What follows belongs to an exercise in optimizing a design on an open flow for small area; a production flow would make more cautious choices.
At most, simulation tests tie the RTL to the original design; equivalence was not proved.
No functional check of the RTL was part of runs 2 and 3.
No activity file was given, so power comes from the tool's default toggle rates.

==> flow/design.v, too long to show whole: its modules and the start of the top module <==
// module full_adder: 10 lines
// module memory_reg_16bit: 17 lines
// module adder_16bit: 26 lines
// module constant_multiplier_16bit_RSH1: 21 lines
// module constant_multiplier_16bit_1byroot2: 22 lines
// module butterfly1_FFT: 8 lines
// module butterfly2_FFT: 11 lines
// module complex_multiplier_FFT: 13 lines
// module delay_16bit_4unit: 11 lines
// module FFT_8point_16bit: 2717 lines
// module half_adder: 4 lines
module FFT_8point_16bit(
    input [15:0] x0,x1,x2,x3,x4,x5,x6,x7,
    input en,clk,rst,
    output [15:0] r7,r6,r5,r4,r3,r2,r1,r0,i7,i6,i5,i4,i3,i2,i1,i0);
  // ...
==> flow/flow/run.sh <==
#!/bin/bash
# The standard layout (standard.sh, all ORFS steps), with three changes:
# the port buffers use the smallest buffer cell, and CTS inserts no dummy loads, and one tie cell drives all constant outputs.
set -o pipefail
export BUFFER_PORTS_ARGS="-buffer_cell sky130_fd_sc_hd__buf_1"
export SKIP_REPAIR_TIE_FANOUT=1
export CTS_ARGS="-sink_clustering_enable -repair_clock_nets -buf_list sky130_fd_sc_hd__clkbuf_8 -sink_clustering_size 20 -sink_clustering_max_diameter 50 -dont_use_dummy_load"
bash standard.sh > standard.log 2>&1
==> flow/standard.sh <==
#!/bin/bash
# synth_recipe.tcl (not shown) runs the flow's synth.tcl, then flattens the netlist and writes it again
# the make line also repeats each setting of config.mk as NAME=value (left out here)
make -C /OpenROAD-flow-scripts/flow DESIGN_CONFIG=/design/flow/config.mk WORK_HOME=/design/flow/orfs CLKGATE_MAP_FILE= SYNTH_SCRIPT=/design/flow/synth_recipe.tcl "${@:-finish}"
==> flow/config.mk <==
export PLATFORM = sky130hd
export DESIGN_NAME = FFT_8point_16bit
export DESIGN_NICKNAME = FFT_8point_16bit
export VERILOG_FILES = /design/flow/design.v
export SDC_FILE = /design/flow/constraint.sdc
export NUM_CORES = 4
export LEC_CHECK = 0
export CAP_MARGIN = 20
export CORE_MARGIN = 2
export CORE_UTILIZATION = 80
export SLEW_MARGIN = 20
export SYNTH_HIERARCHICAL = 1
==> flow/constraint.sdc <==
create_clock -name core_clock -period 8.5 [get_ports {clk}]
set_input_delay 1.7000 -clock core_clock [delete_from_list [all_inputs] [get_ports {clk}]]
set_output_delay 1.7000 -clock core_clock [all_outputs]
set_load 0.01 [all_outputs]
==> results.toml, run 1 <==
[finish]
clock_buffers = 53
final_cell_mix = "860 x dfxtp_1, 385 x fa_1, 354 x buf_1"
buffers = 355
num-nonclk-inverters = 237
area_growth_pct = 2.94
multi_input_area_share_pct = 33.2

[yosys]
synth_cell_types = 30
ys_ff_latch = 861
synthMuxAreaShare_pct = 0.0330
ys_top_cells_by_count = "861 x dfxtp_1, 385 x fa_1, 237 x inv_1"
synth_seq_area_share_pct = 56.9
synth_most_common_cell = "dfxtp_1"
synth_cells = 2056
synth-edff-count = 0
async_reset_ff_share_pct = 0

[timing]
finalCriticalPeriod_ns = 7.87
drv_slew = 0
post-route-period-util_pct = 92.6

[floorplan]
dieArea_um2 = 39500
ios = 387
die_w_um = 199

[critical_path]
cp.depth = 18
cpMaxStageDelayCell = "fa_1"
r2r_cells = 16
worstPathRequired_ns = 9.01
worst_path_most_repeated_cell = "fa_1"

[drt]
dr_wl_met2_um = 26400
wl_per_cell_um = 18.2
via_count = 13357
via_per_inst = 4.91
wl_met1_um = 18600

[cts]
clockBufferDepth = 3
cts-root-buf = "clkbuf_8"
clock_latency_ns = 0.61
cts_resized = 0

[power_and_ir_drop]
p_int_mw = 8.28
share_comb_of_total_power_pct = 33.9
peakVddDrop_mv = 0.307

[global_routing]
grtUsageMet2_pct = 47.8
track_usage_pct = 26.0

[hold_path]
min_path_type = "reg -> reg"
min-delay-start = "q3[23]$_DFF_P_"

[outcome]
outcome = "no timing/DRC/antenna violations"

[placement]
hpwl_um = 39800
==> run 2: changes to the inputs <==
--- a/flow/design.v
+++ b/flow/design.v
@@ -2430,178 +2430,157 @@
   full_adder f1093(q7[120], ~n_1001, n_1091, n_1092, n_1093);
   wire n_1094;
   assign n_1094 = q7[121] ^ n_1093;
   wire n_1095;
   assign n_1095 = ~q7[121] & ~n_1093;
   wire n_1096;
   assign n_1096 = q7[122] ^ ~n_1001 ^ ~n_1095;
   wire n_1097;
+  assign n_1097 = q7[125] & q7[124];
   wire n_1098;
-  half_adder h1098(q7[92], q7[123], n_1097, n_1098);
   wire n_1099;
   wire n_1100;
-  full_adder f1100(q7[93], n_1002, n_1098, n_1099, n_1100);
+  assign n_1100 = ~q7[123] & ~q7[124];
   wire n_1101;
+  assign n_1101 = n_1100 & ~q7[125];
   wire n_1102;
-  full_adder f1102(q7[94], n_1003, n_1100, n_1101, n_1102);
+  assign n_1102 = q7[124] ^ q7[123];
   wire n_1103;
+  assign n_1103 = n_1102 & ~n_1097;
   wire n_1104;
-  half_adder h1104(q7[95], n_1102, n_1103, n_1104);
+  assign n_1104 = q7[125] & q7[123];
   wire n_1105;
+  assign n_1105 = ~n_1101 & ~n_1104;
   wire n_1106;
-  half_adder h1106(q7[96], n_1104, n_1105, n_1106);
+  assign n_1106 = n_1105 & ~n_1097;
   wire n_1107;
+  assign n_1107 = ~n_1101 & ~n_1097;
   wire n_1108;
-  half_adder h1108(q7[97], n_1106, n_1107, n_1108);
+  assign n_1108 = ~n_1101 & ~n_1097;
   wire n_1109;
+  assign n_1109 = ~n_1101 & ~n_1097;
   wire n_1110;
-  half_adder h1110(q7[98], n_1108, n_1109, n_1110);
+  assign n_1110 = ~n_1101 & ~n_1097;
   wire n_1111;
+  assign n_1111 = ~n_1101 & ~n_1097;
   wire n_1112;
-  half_adder h1112(q7[99], n_1110, n_1111, n_1112);
+  assign n_1112 = ~n_1101 & ~n_1097;
   wire n_1113;
+  assign n_1113 = ~n_1101 & ~n_1097;
   wire n_1114;
-  full_adder f1114(q7[100], n_1001, n_1112, n_1113, n_1114);
+  assign n_1114 = ~n_1101 & ~n_1097;
   wire n_1115;
+  assign n_1115 = ~n_1101 & ~n_1097;
   wire n_1116;
-  half_adder h1116(q7[101], n_1114, n_1115, n_1116);
+  assign n_1116 = q7[92] ^ ~q7[123];
   wire n_1117;
+  assign n_1117 = q7[92] & ~q7[123];
   wire n_1118;
-  full_adder f1118(q7[102], n_1001, n_1116, n_1117, n_1118);
   wire n_1119;
+  full_adder f1119(q7[93], ~n_1103, n_1117, n_1118, n_1119);
   wire n_1120;
-  half_adder h1120(q7[103], n_1118, n_1119, n_1120);
   wire n_1121;
+  full_adder f1121(q7[94], ~n_1106, n_1119, n_1120, n_1121);
   wire n_1122;
-  full_adder f1122(q7[104], n_1001, n_1120, n_1121, n_1122);
   wire n_1123;
+  full_adder f1123(q7[95], ~n_1107, n_1121, n_1122, n_1123);
   wire n_1124;
-  full_adder f1124(q7[105], n_1001, n_1122, n_1123, n_1124);
   wire n_1125;
+  full_adder f1125(q7[96], ~n_1108, n_1123, n_1124, n_1125);
   wire n_1126;
-  half_adder h1126(q7[106], n_1124, n_1125, n_1126);
   wire n_1127;
-  assign n_1127 = q7[107] ^ n_1001 ^ n_1126;
+  full_adder f1127(q7[97], ~n_1109, n_1125, n_1126, n_1127);
   wire n_1128;
-  assign n_1128 = ~n_1099 ^ ~n_1097;
   wire n_1129;
-  assign n_1129 = ~n_1099 & ~n_1097;
+  full_adder f1129(q7[98], ~n_1110, n_1127, n_1128, n_1129);
   wire n_1130;
-  assign n_1130 = ~n_1101 ^ n_1129;
   wire n_1131;
-  assign n_1131 = ~n_1101 & n_1129;
+  full_adder f1131(q7[99], ~n_1111, n_1129, n_1130, n_1131);
   wire n_1132;
-  assign n_1132 = ~n_1103 ^ n_1131;
   wire n_1133;
-  assign n_1133 = ~n_1103 & n_1131;
+  full_adder f1133(q7[100], n_1101, n_1131, n_1132, n_1133);
   wire n_1134;
-  assign n_1134 = ~n_1105 ^ n_1133;
   wire n_1135;
-  assign n_1135 = ~n_1105 & n_1133;
+  full_adder f1135(q7[101], n_1101, n_1133, n_1134, n_1135);
   wire n_1136;
-  assign n_1136 = ~n_1107 ^ n_1135;
   wire n_1137;
-  assign n_1137 = ~n_1107 & n_1135;
+  full_adder f1137(q7[102], ~n_1112, n_1135, n_1136, n_1137);
   wire n_1138;
-  assign n_1138 = ~n_1109 ^ n_1137;
   wire n_1139;
-  assign n_1139 = ~n_1109 & n_1137;
+  full_adder f1139(q7[103], n_1101, n_1137, n_1138, n_1139);
   wire n_1140;
-  assign n_1140 = ~n_1111 ^ n_1139;
   wire n_1141;
-  assign n_1141 = ~n_1111 & n_1139;
+  full_adder f1141(q7[104], ~n_1113, n_1139, n_1140, n_1141);
   wire n_1142;
-  assign n_1142 = ~n_1113 ^ n_1141;
   wire n_1143;
-  assign n_1143 = ~n_1113 & n_1141;
+  full_adder f1143(q7[105], ~n_1114, n_1141, n_1142, n_1143);
   wire n_1144;
-  assign n_1144 = ~n_1115 ^ n_1143;
   wire n_1145;
-  assign n_1145 = ~n_1115 & n_1143;
+  full_adder f1145(q7[106], n_1101, n_1143, n_1144, n_1145);
   wire n_1146;
-  assign n_1146 = ~n_1117 ^ n_1145;
+  assign n_1146 = q7[107] ^ ~n_1115 ^ n_1145;
   wire n_1147;
-  assign n_1147 = ~n_1117 & n_1145;
+  assign n_1147 = ~q7[43] ^ ~n_982;
   wire n_1148;
-  assign n_1148 = ~n_1119 ^ n_1147;
+  assign n_1148 = ~q7[43] & ~n_982;
   wire n_1149;
-  assign n_1149 = ~n_1119 & n_1147;
+  assign n_1149 = ~q7[44] ^ n_1148;
   wire n_1150;
-  assign n_1150 = ~n_1121 ^ n_1149;
+  assign n_1150 = ~q7[44] & n_1148;
   wire n_1151;
-  assign n_1151 = ~n_1121 & n_1149;
+  assign n_1151 = ~q7[45] ^ n_1150;
   wire n_1152;
-  assign n_1152 = ~n_1123 ^ n_1151;
+  assign n_1152 = ~q7[45] & n_1150;
   wire n_1153;
-  assign n_1153 = ~n_1123 & n_1151;
+  assign n_1153 = ~q7[46] ^ n_1152;
   wire n_1154;
-  assign n_1154 = ~n_1125 ^ n_1153;
+  assign n_1154 = ~q7[46] & n_1152;
   wire n_1155;
-  assign n_1155 = ~n_1125 & n_1153;
+  assign n_1155 = ~q7[47] ^ n_1154;
   wire n_1156;
-  assign n_1156 = ~n_1127 ^ n_1155;
+  assign n_1156 = ~q7[47] & n_1154;
   wire n_1157;
-  assign n_1157 = ~q7[43] ^ ~n_982;
+  assign n_1157 = ~q7[48] ^ n_1156;
   wire n_1158;
-  assign n_1158 = ~q7[43] & ~n_982;
+  assign n_1158 = ~q7[48] & n_1156;
   wire n_1159;
-  assign n_1159 = ~q7[44] ^ n_1158;
+  assign n_1159 = ~q7[49] ^ n_1158;
   wire n_1160;
-  assign n_1160 = ~q7[44] & n_1158;
+  assign n_1160 = ~q7[49] & n_1158;
   wire n_1161;
-  assign n_1161 = ~q7[45] ^ n_1160;
+  assign n_1161 = ~q7[50] ^ n_1160;
   wire n_1162;
-  assign n_1162 = ~q7[45] & n_1160;
+  assign n_1162 = ~q7[50] & n_1160;
   wire n_1163;
-  assign n_1163 = ~q7[46] ^ n_1162;
+  assign n_1163 = ~q7[51] ^ n_1162;
   wire n_1164;
-  assign n_1164 = ~q7[46] & n_1162;
+  assign n_1164 = ~q7[51] & n_1162;
   wire n_1165;
-  assign n_1165 = ~q7[47] ^ n_1164;
+  assign n_1165 = ~q7[52] ^ n_1164;
   wire n_1166;
-  assign n_1166 = ~q7[47] & n_1164;
+  assign n_1166 = ~q7[52] & n_1164;
   wire n_1167;
-  assign n_1167 = ~q7[48] ^ n_1166;
+  assign n_1167 = ~q7[53] ^ n_1166;
   wire n_1168;
-  assign n_1168 = ~q7[48] & n_1166;
+  assign n_1168 = ~q7[53] & n_1166;
   wire n_1169;
-  assign n_1169 = ~q7[49] ^ n_1168;
+  assign n_1169 = ~q7[54] ^ n_1168;
   wire n_1170;
-  assign n_1170 = ~q7[49] & n_1168;
+  assign n_1170 = ~q7[54] & n_1168;
   wire n_1171;
-  assign n_1171 = ~q7[50] ^ n_1170;
+  assign n_1171 = ~q7[55] ^ n_1170;
   wire n_1172;
-  assign n_1172 = ~q7[50] & n_1170;
+  assign n_1172 = ~q7[55] & n_1170;
   wire n_1173;
-  assign n_1173 = ~q7[51] ^ n_1172;
+  assign n_1173 = ~q7[56] ^ n_1172;
   wire n_1174;
-  assign n_1174 = ~q7[51] & n_1172;
+  assign n_1174 = ~q7[56] & n_1172;
   wire n_1175;
-  assign n_1175 = ~q7[52] ^ n_1174;
-  wire n_1176;
-  assign n_1176 = ~q7[52] & n_1174;
-  wire n_1177;
-  assign n_1177 = ~q7[53] ^ n_1176;
-  wire n_1178;
-  assign n_1178 = ~q7[53] & n_1176;
-  wire n_1179;
-  assign n_1179 = ~q7[54] ^ n_1178;
-  wire n_1180;
-  assign n_1180 = ~q7[54] & n_1178;
-  wire n_1181;
-  assign n_1181 = ~q7[55] ^ n_1180;
-  wire n_1182;
-  assign n_1182 = ~q7[55] & n_1180;
-  wire n_1183;
-  assign n_1183 = ~q7[56] ^ n_1182;
-  wire n_1184;
-  assign n_1184 = ~q7[56] & n_1182;
-  wire n_1185;
-  assign n_1185 = ~q7[57] ^ n_1184;
+  assign n_1175 = ~q7[57] ^ n_1174;
   assign r0[0] = n_988;
   assign r0[1] = q7[0];
   assign r0[2] = q7[1];
   assign r0[3] = q7[2];
   assign r0[4] = q7[3];
   assign r0[5] = q7[4];
   assign r0[6] = q7[5];
   assign r0[7] = q7[6];
@@ -2817,47 +2796,47 @@
   assign i5[9] = q7[116];
   assign i5[10] = q7[117];
   assign i5[11] = q7[118];
   assign i5[12] = q7[119];
   assign i5[13] = q7[120];
   assign i5[14] = q7[121];
   assign i5[15] = q7[122];
   assign i6[0] = n_982;
-  assign i6[1] = n_1157;
-  assign i6[2] = n_1159;
-  assign i6[3] = n_1161;
-  assign i6[4] = n_1163;
-  assign i6[5] = n_1165;
-  assign i6[6] = n_1167;
-  assign i6[7] = n_1169;
-  assign i6[8] = n_1171;
-  assign i6[9] = n_1173;
-  assign i6[10] = n_1175;
-  assign i6[11] = n_1177;
-  assign i6[12] = n_1179;
-  assign i6[13] = n_1181;
-  assign i6[14] = n_1183;
-  assign i6[15] = n_1185;
-  assign i7[0] = n_1097;
-  assign i7[1] = n_1128;
-  assign i7[2] = n_1130;
-  assign i7[3] = n_1132;
-  assign i7[4] = n_1134;
-  assign i7[5] = n_1136;
-  assign i7[6] = n_1138;
-  assign i7[7] = n_1140;
-  assign i7[8] = n_1142;
-  assign i7[9] = n_1144;
-  assign i7[10] = n_1146;
-  assign i7[11] = n_1148;
-  assign i7[12] = n_1150;
-  assign i7[13] = n_1152;
-  assign i7[14] = n_1154;
-  assign i7[15] = n_1156;
+  assign i6[1] = n_1147;
+  assign i6[2] = n_1149;
+  assign i6[3] = n_1151;
+  assign i6[4] = n_1153;
+  assign i6[5] = n_1155;
+  assign i6[6] = n_1157;
+  assign i6[7] = n_1159;
+  assign i6[8] = n_1161;
+  assign i6[9] = n_1163;
+  assign i6[10] = n_1165;
+  assign i6[11] = n_1167;
+  assign i6[12] = n_1169;
+  assign i6[13] = n_1171;
+  assign i6[14] = n_1173;
+  assign i6[15] = n_1175;
+  assign i7[0] = ~n_1116;
+  assign i7[1] = ~n_1118;
+  assign i7[2] = ~n_1120;
+  assign i7[3] = ~n_1122;
+  assign i7[4] = ~n_1124;
+  assign i7[5] = ~n_1126;
+  assign i7[6] = ~n_1128;
+  assign i7[7] = ~n_1130;
+  assign i7[8] = ~n_1132;
+  assign i7[9] = ~n_1134;
+  assign i7[10] = ~n_1136;
+  assign i7[11] = ~n_1138;
+  assign i7[12] = ~n_1140;
+  assign i7[13] = ~n_1142;
+  assign i7[14] = ~n_1144;
+  assign i7[15] = ~n_1146;
   always @(posedge clk) begin
     v <= {v[4:0], 1'b1} & {6{ok}};
     q1 <= d1;
     q2 <= d2;
     q3 <= q2;
     q4 <= q3;
     q5 <= q4;
     q6 <= d6;
==> flow/flow/run.sh (replaced) <==
#!/bin/bash
# The standard layout (standard.sh, all ORFS steps), with two changes:
# the port buffers use the smallest buffer cell, and CTS inserts no dummy loads.
set -o pipefail
export BUFFER_PORTS_ARGS="-buffer_cell sky130_fd_sc_hd__buf_1"
export CTS_ARGS="-sink_clustering_enable -repair_clock_nets -buf_list sky130_fd_sc_hd__clkbuf_8 -sink_clustering_size 20 -sink_clustering_max_diameter 50 -dont_use_dummy_load"
bash standard.sh > standard.log 2>&1
==> run 2 against run 1 <==
Still clean. Clock-buffer cell count stayed put. Final area is 0.24% higher. Register-to-register slack better by 0.12 ns. Via count is 0.89% lower. Critical path type is now reg -> out. Largest cell class unchanged. Largest power group unchanged.
==> results.toml, run 2 <==
[outcome]
outcome = "no timing/DRC/antenna violations"

[critical_path]
crit_fanout = 3
r2r_end = "q6[119]$_DFF_P_"
critPathLaunchType = "register"
reg2reg_setup_slack_ns = 1.58
critical_path_class = "reg -> out"
crit_arrival_ns = 6.61
r2r-start = "q5[113]$_DFF_P_"
worstPathRequired_ns = 6.80
r2r_cells = 15
end_kind = "output pin"
startpoint = "q7[124]$_DFF_P_"
worstSetupEndpoint = "i7[15]"

[cts]
cts_tree = "yes"
clockBufferDepth = 3
hold_buffers = 0
cts.sinks = 861
htreeDepth = 2
cts-root-buf = "clkbuf_8"
clkTransAtPathRegs_ns = 0.10
postCtsSetupRepairBufs = 0
clock_latency_ns = 0.64
numCtsBuffers = 53

[power_and_ir_drop]
clock_power_share_pct = 13.7
p_int_mw = 8.19
share_comb_of_total_power_pct = 32.7
peakVddDrop_mv = 0.272
pwr-share-seq_pct = 53.6
powerDensity_nw_per_um2 = 385
p_leak_nw = 13.8
p_sw_mw = 3.83
netSwitchingFraction_pct = 31.9

[finish]
drive_above_1_share_pct = 3.77
num-fill-cells = 1910
top_register = "q6"
post-route-util_pct = 83.8
final_common_cell = "dfxtp_1"
largest_register_ffs = 128
final_cell_mix = "858 x dfxtp_1, 379 x fa_1, 353 x buf_1"
nets = 2813
stdcell_count = 2705
biggestRegsByFlops = "q6 x128, q7 x126, q1 x121"
area_growth_pct = 3.96

[floorplan]
start_util_pct = 80.6
rows = 71
core_um2 = 37300
dieArea_um2 = 39200
die_height_um = 198
die_w_um = 198
ios = 387

[timing]
worst_slack_ns = 0.190
relSlewSlack_pct = 53.8
post-route-period-util_pct = 97.8
finalSetupViolCount = 0
grt_setup_unrepaired = "true"
max_freq_mhz = 120
fin_skew_ns = 0.0606
worst_pin_slew_ns = 0.691
hold_viol = 0
drv_slew = 0
finalCriticalPeriod_ns = 8.31

[global_routing]
track_usage_pct = 25.5
grt_max_degree = 124
grt_pass1_wl_um = 73800
grt_pass1_vias = 14193
overflow = 0
antenna_found_initial = 12

[yosys]
synth_cell_types = 31
syn_area_um2 = 30100
syn_avg_cell_area_um2 = 14.8
synth_top_area_share_pct = 57.3
ys.flop_type = "dfxtp_1"
synth_seq_area_share_pct = 57.3
ys_ff_latch = 861
ys.warnings.count = 7
async_reset_ff_share_pct = 0
ys_top_cells_by_count = "861 x dfxtp_1, 393 x fa_1, 234 x inv_1"
yosys-top-cells-area = "dfxtp_1 57%, fa_1 26%, buf_4 5.4%"
synth_most_common_cell = "dfxtp_1"
synth_cells = 2027
yosysTopAreaCell = "dfxtp_1"
synth-edff-count = 0

[drt]
via_per_inst = 4.89
first_pass_iters = 4
drt_first_iter_violations = 519
wl_per_cell_um = 17.8
drt_wl_total_um = 48200
ant_nets = 0
via_count = 13238
drc = 0

[placement]
portBuffers = 354
hpwl_um = 39200
gp_congestion = 0.880
pre_cts_ws_ns = -0.136
dp_cells = 2646

[job]
drv_cap = 0

[hold_path]
min_path_type = "reg -> reg"
-- run 2: cell types whose count changed after synthesis, sizes merged --
cell   before  now
buf       233  218
fa        385  393
ha         83   61
inv       237  234
nand2       6    8
nor2b       5    6
o22a        0    1
xnor2      34   33
-- run 2: power groups by stage --
stage	registers [mW]	logic [mW]	clock network [mW]
3_5_place_dp	6.56	4.02	0
6_report	6.45	3.93	1.65
3_3_place_gp	6.49	3.80	0
4_1_cts	6.47	4.04	1.68
2_1_floorplan	6.26	2.84	0
5_1_grt	6.60	4.67	1.82
-- run 2: worst min path at each step --
stage	startpoint	slack, ns	depth (start not counted)	end
after floorplan	q1[101]$_DFF_P_	0.31	0	q2[100]$_DFF_P_
after global placement	q5[28]$_DFF_P_	0.31	0	q6[28]$_DFF_P_
after detailed placement	q1[51]$_DFF_P_	0.31	0	q2[49]$_DFF_P_
after CTS	q3[27]$_DFF_P_	0.27	0	q4[27]$_DFF_P_
after global routing	q3[27]$_DFF_P_	0.27	0	q4[27]$_DFF_P_
final	q3[27]$_DFF_P_	0.27	0	q4[27]$_DFF_P_
-- run 2: final cells by class --
class | instances | area [um2] | area share [%]
antenna | 5 | 12.5 | 0.0400
tap | 474 | 593 | 1.90
inverter | 234 | 878 | 2.81
multi-input combinational | 719 | 10400 | 33.3
timing repair buffer | 359 | 1410 | 4.50
clock buffer | 53 | 729 | 2.33
sequential | 861 | 17200 | 55.1
-- run 2: worst max-delay path, cell delays in order, from the launching register on --
cell     delay (ns)
dfxtp_2        0.35
inv_2          0.05
ha_4           0.26
nand2_2        0.05
fa_2           0.34
fa_2           0.35
fa_2           0.35
fa_2           0.34
fa_2           0.35
fa_2           0.35
fa_2           0.35
fa_2           0.34
fa_2           0.35
fa_2           0.35
fa_2           0.35
fa_2           0.34
fa_2           0.35
fa_2           0.34
xor2_1         0.15
xnor2_1        0.16
buf_2          0.15
-- run 2: modules after synthesis, one instance, submodules excluded --
module,area (um2),cells
half_adder,12.5,1
FFT_8point_16bit,21900,1610
full_adder,20.0,1
-- run 2: per-layer routing --
metal	wire [um]	global-route usage, %
met2	25400	45.8
met1	18500	30.5
met4	1550	8.86
met3	2690	5.64
met5	74	0
-- run 2: through the flow --
step	hold slack, ns	power, mW	TNS (ns)	cell area, um2
after global placement	0.310	10.3	0	30400
after global routing	0.274	13.1	-0.0419	31300
after detailed placement	0.312	10.6	-0.257	30500
after floorplan	0.310	9.10	0	30200
after CTS	0.272	12.2	0	31200
final	0.271	12.0	0	31300
-- run 2: logic make-up after synthesis --
logic type	synth area share, %
buffers and inverters	8.68
and+or+nand+nor	3.39
xor gates and xnor gates	1.63
muxes	0.0333
other	0.0125
adders and majority gates	28.7
DFF	57.3
AOI/OAI and AO/OA	0.233
-- run 2: what timing repair did --
| item | CTS | global route |
|---|---|---|
| pin swaps | 0 | 2 |
| endpoints found under the setup margin | 2 | 2 |
| gates resized for setup | 15 | 6 |
==> run 3: changes to the inputs <==
==> flow/flow/run.sh (replaced) <==
#!/bin/bash
# The standard layout (standard.sh, all ORFS steps), with three changes:
# the port buffers use the smallest buffer cell, and CTS inserts no dummy loads, and one tie cell drives all constant outputs.
set -o pipefail
export BUFFER_PORTS_ARGS="-buffer_cell sky130_fd_sc_hd__buf_1"
export SKIP_REPAIR_TIE_FANOUT=1
export CTS_ARGS="-sink_clustering_enable -repair_clock_nets -buf_list sky130_fd_sc_hd__clkbuf_8 -sink_clustering_size 20 -sink_clustering_max_diameter 50 -dont_use_dummy_load"
bash standard.sh > standard.log 2>&1
==> run 3 against run 2 <==
Still clean on timing, DRC and antenna. First-iteration DRC count is 7.7% higher. Die area stayed put. Combinational power is 3% higher. Wire length is 3.0% higher. Hold slack better by 0.0093 ns. Cell count is 1.1% lower. Synthesized cell count stayed put. Flip-flop and latch count stayed put. Total power is 1.1% higher.
==> results.toml, run 3 <==
[timing]
hold_viol = 0
relSlewSlack_pct = 27.5
fin_skew_ns = 0.0419
drv_slew = 0
finalCriticalPeriod_ns = 8.41
hold_ws_ns = 0.280
max_freq_mhz = 119
worst_pin_slew_ns = 1.09
grt_setup_unrepaired = "true"
finalSetupTns_ns = 0
post-route-period-util_pct = 99.0
finalSetupViolCount = 0

[cts]
cts_resized = 18
cts_tree = "yes"
numCtsBuffers = 53
htreeDepth = 2
clock_latency_ns = 0.63
cts-root-buf = "clkbuf_8"
postCtsSetupRepairBufs = 0
clockBufferDepth = 3
hold_buffers = 0
clkTransAtPathRegs_ns = 0.11
cts.sinks = 861

[yosys]
async_reset_ff_share_pct = 0
synth-edff-count = 0
ys.flop_type = "dfxtp_1"
yosysTopAreaCell = "dfxtp_1"
ys_ff_latch = 861
yosys-top-cells-area = "dfxtp_1 57%, fa_1 26%, buf_4 5.4%"
synth_cells = 2027
ys_top_cells_by_count = "861 x dfxtp_1, 393 x fa_1, 234 x inv_1"
synth_cell_types = 31
syn_avg_cell_area_um2 = 14.8
synth_seq_area_share_pct = 57.3
syn_area_um2 = 30100
synth_most_common_cell = "dfxtp_1"
synth_top_area_share_pct = 57.3
ys.warnings.count = 7

[finish]
stdcell_count = 2675
biggestRegsByFlops = "q6 x128, q7 x126, q1 x121"
area_growth_pct = 3.52
largest_register_ffs = 128
drive_above_1_share_pct = 3.87
nets = 2781
postLayoutCellArea_um2 = 31100
top_register = "q6"
final-seq-area_um2 = 17200
final_common_cell = "dfxtp_1"
multi_input_area_um2 = 10300
num-fill-cells = 1901
final_cell_mix = "858 x dfxtp_1, 379 x fa_1, 352 x buf_1"

[critical_path]
worstPathRequired_ns = 6.80
startpoint = "q7[124]$_DFF_P_"
end_kind = "output pin"
r2r-start = "q5[92]$_DFF_P_"
critical_path_class = "reg -> out"
crit_arrival_ns = 6.71
crit_fanout = 3
critPathLaunchType = "register"

[floorplan]
core_um2 = 37300
rows = 71
die_w_um = 198
die_height_um = 198
dieArea_um2 = 39200
ios = 387
start_util_pct = 80.6

[power_and_ir_drop]
power_mw = 12.2
powerDensity_nw_per_um2 = 390
p_leak_nw = 13.7
peakVddDrop_mv = 0.311

[hold_path]
min_path_type = "reg -> reg"
min-delay-start = "q1[113]$_DFF_P_"

[drt]
first_pass_iters = 5
ant_nets = 0
wl_per_cell_um = 18.6
drt_first_iter_violations = 559
via_per_inst = 4.97
drc = 0
via_count = 13284
drt_wl_total_um = 49700

[placement]
dp_cells = 2615
hpwl_um = 39800
gp_congestion = 0.835
dpl_cell_area_um2 = 30300
portBuffers = 354

[job]
drv_cap = 0

[global_routing]
grt_max_degree = 124
grt_pass1_wl_um = 75400
antenna_found_initial = 15
track_usage_pct = 26.3
overflow = 0
grt_pass1_vias = 14374

[outcome]
outcome = "no timing/DRC/antenna violations"
-- run 3: layout make-up --
class	count	area share [%]
multi-input combinational	688	33.1
inverter	234	2.82
tap	474	1.90
sequential	861	55.4
clock buffer	53	2.34
timing repair buffer	358	4.41
antenna	7	0.0562
-- run 3: worst paths after layout --
kind,end,cells after the start,slack [ns]
worst max-delay path,i7[15],20,0.09
worst min-delay path,q2[112]$_DFF_P_,0,0.28
worst max register to register,q6[103]$_DFF_P_,16,1.49
worst min register to register,q2[112]$_DFF_P_,0,0.28
-- run 3: logic make-up after synthesis --
group	share of synthesized area, %
compound gates	0.233
xor+xnor	1.63
fa+ha+maj	28.7
buf+inv	8.68
flops	57.3
mux	0.0333
other cells	0.0125
simple gates	3.39
-- run 3: through the flow --
stage | util, % | setup slack, ns
after floorplan | - | 0.376
after global placement | 81.2 | 0.0516
after detailed placement | 81.3 | -0.164
after CTS | 83.4 | 0.0261
after global routing | 83.4 | -0.120
final | 83.5 | 0.0866
-- run 3: report_power, final --
| group | total, mW | switching (mW) | internal [mW] |
|---|---|---|---|
| clock network | 1.65 | 1.09 | 0.562 |
| registers | 6.46 | 0.740 | 5.72 |
| logic | 4.05 | 2.09 | 1.96 |
-- run 3: critical path, cell delays in order, from the launching register on --
cell and delay [ns]:
dfxtp_2 0.36, inv_2 0.05, ha_4 0.27, nand2_4 0.04, fa_2 0.35, fa_2 0.35, fa_2 0.34, fa_2 0.35
fa_2 0.35, fa_2 0.35, fa_2 0.35, fa_2 0.35, fa_2 0.34, fa_2 0.35, fa_2 0.35, fa_2 0.35
fa_2 0.35, fa_2 0.36, xor2_2 0.18, xnor2_1 0.14, buf_2 0.15
-- run 3: routing by layer --
| layer | up-vias | routed length (um) | global-route usage, % |
|---|---|---|---|
| met1 | 6588 | 18800 | 31.0 |
| met2 | 392 | 25900 | 47.0 |
| li1 | 6186 | - | - |
| met3 | 104 | 3130 | 6.40 |
| met4 | 14 | 1750 | 9.64 |
| met5 | - | 80 | 0 |
-- run 3: Yosys stat by module (local to each module, per instance) --
module	cells inside	times used	flops+latches	area [um2]
FFT_8point_16bit	1610	1	861	21900
full_adder	1	393	0	20.0
half_adder	1	24	0	12.5

static timing again, ports no longer ideal:
How much do the figures lean on ideal ports? The routed layouts below were timed once more, with nothing changed but the port constraints.
Step 1 (the two cells are an assumption about what drives the block):
set clk [get_ports {clk}]
set_driving_cell -lib_cell sky130_fd_sc_hd__clkbuf_16 $clk
set_driving_cell -lib_cell sky130_fd_sc_hd__buf_2 [delete_from_list [all_inputs] $clk]
Step 2, shift: input delay + t, output delay - t, t = (earliest + latest rising clock arrival at the registers) / 2. This alone moves slack from input paths to output paths.
Slacks: ideal ports / drivers / drivers and shift; pairs: ideal ports / drivers.
| run | t, ns | setup slack, ns | latest minus earliest clock arrival (ns) | worst data-port slew with drivers (ns) | pins driven straight from the clock port |
|---|---|---|---|---|---|
| run 1 | 0.645 | 0.627 / 0.658 / 0.013 | 0.067 / 0.066 | 0.11 | 1 |
| run 2 | 0.658 | 0.190 / 0.140 / -0.085 | 0.061 / 0.061 | 0.11 | 1 |
| run 3 | 0.667 | 0.087 / 0.033 / -0.167 | 0.061 / 0.061 | 0.11 | 1 |
With both steps, setup timing fails in run 2 and run 3, where it was met with ideal ports. For run 1, which loses most, drivers alone change the setup slack by +0.031 ns; drivers and shift together by -0.614 ns.
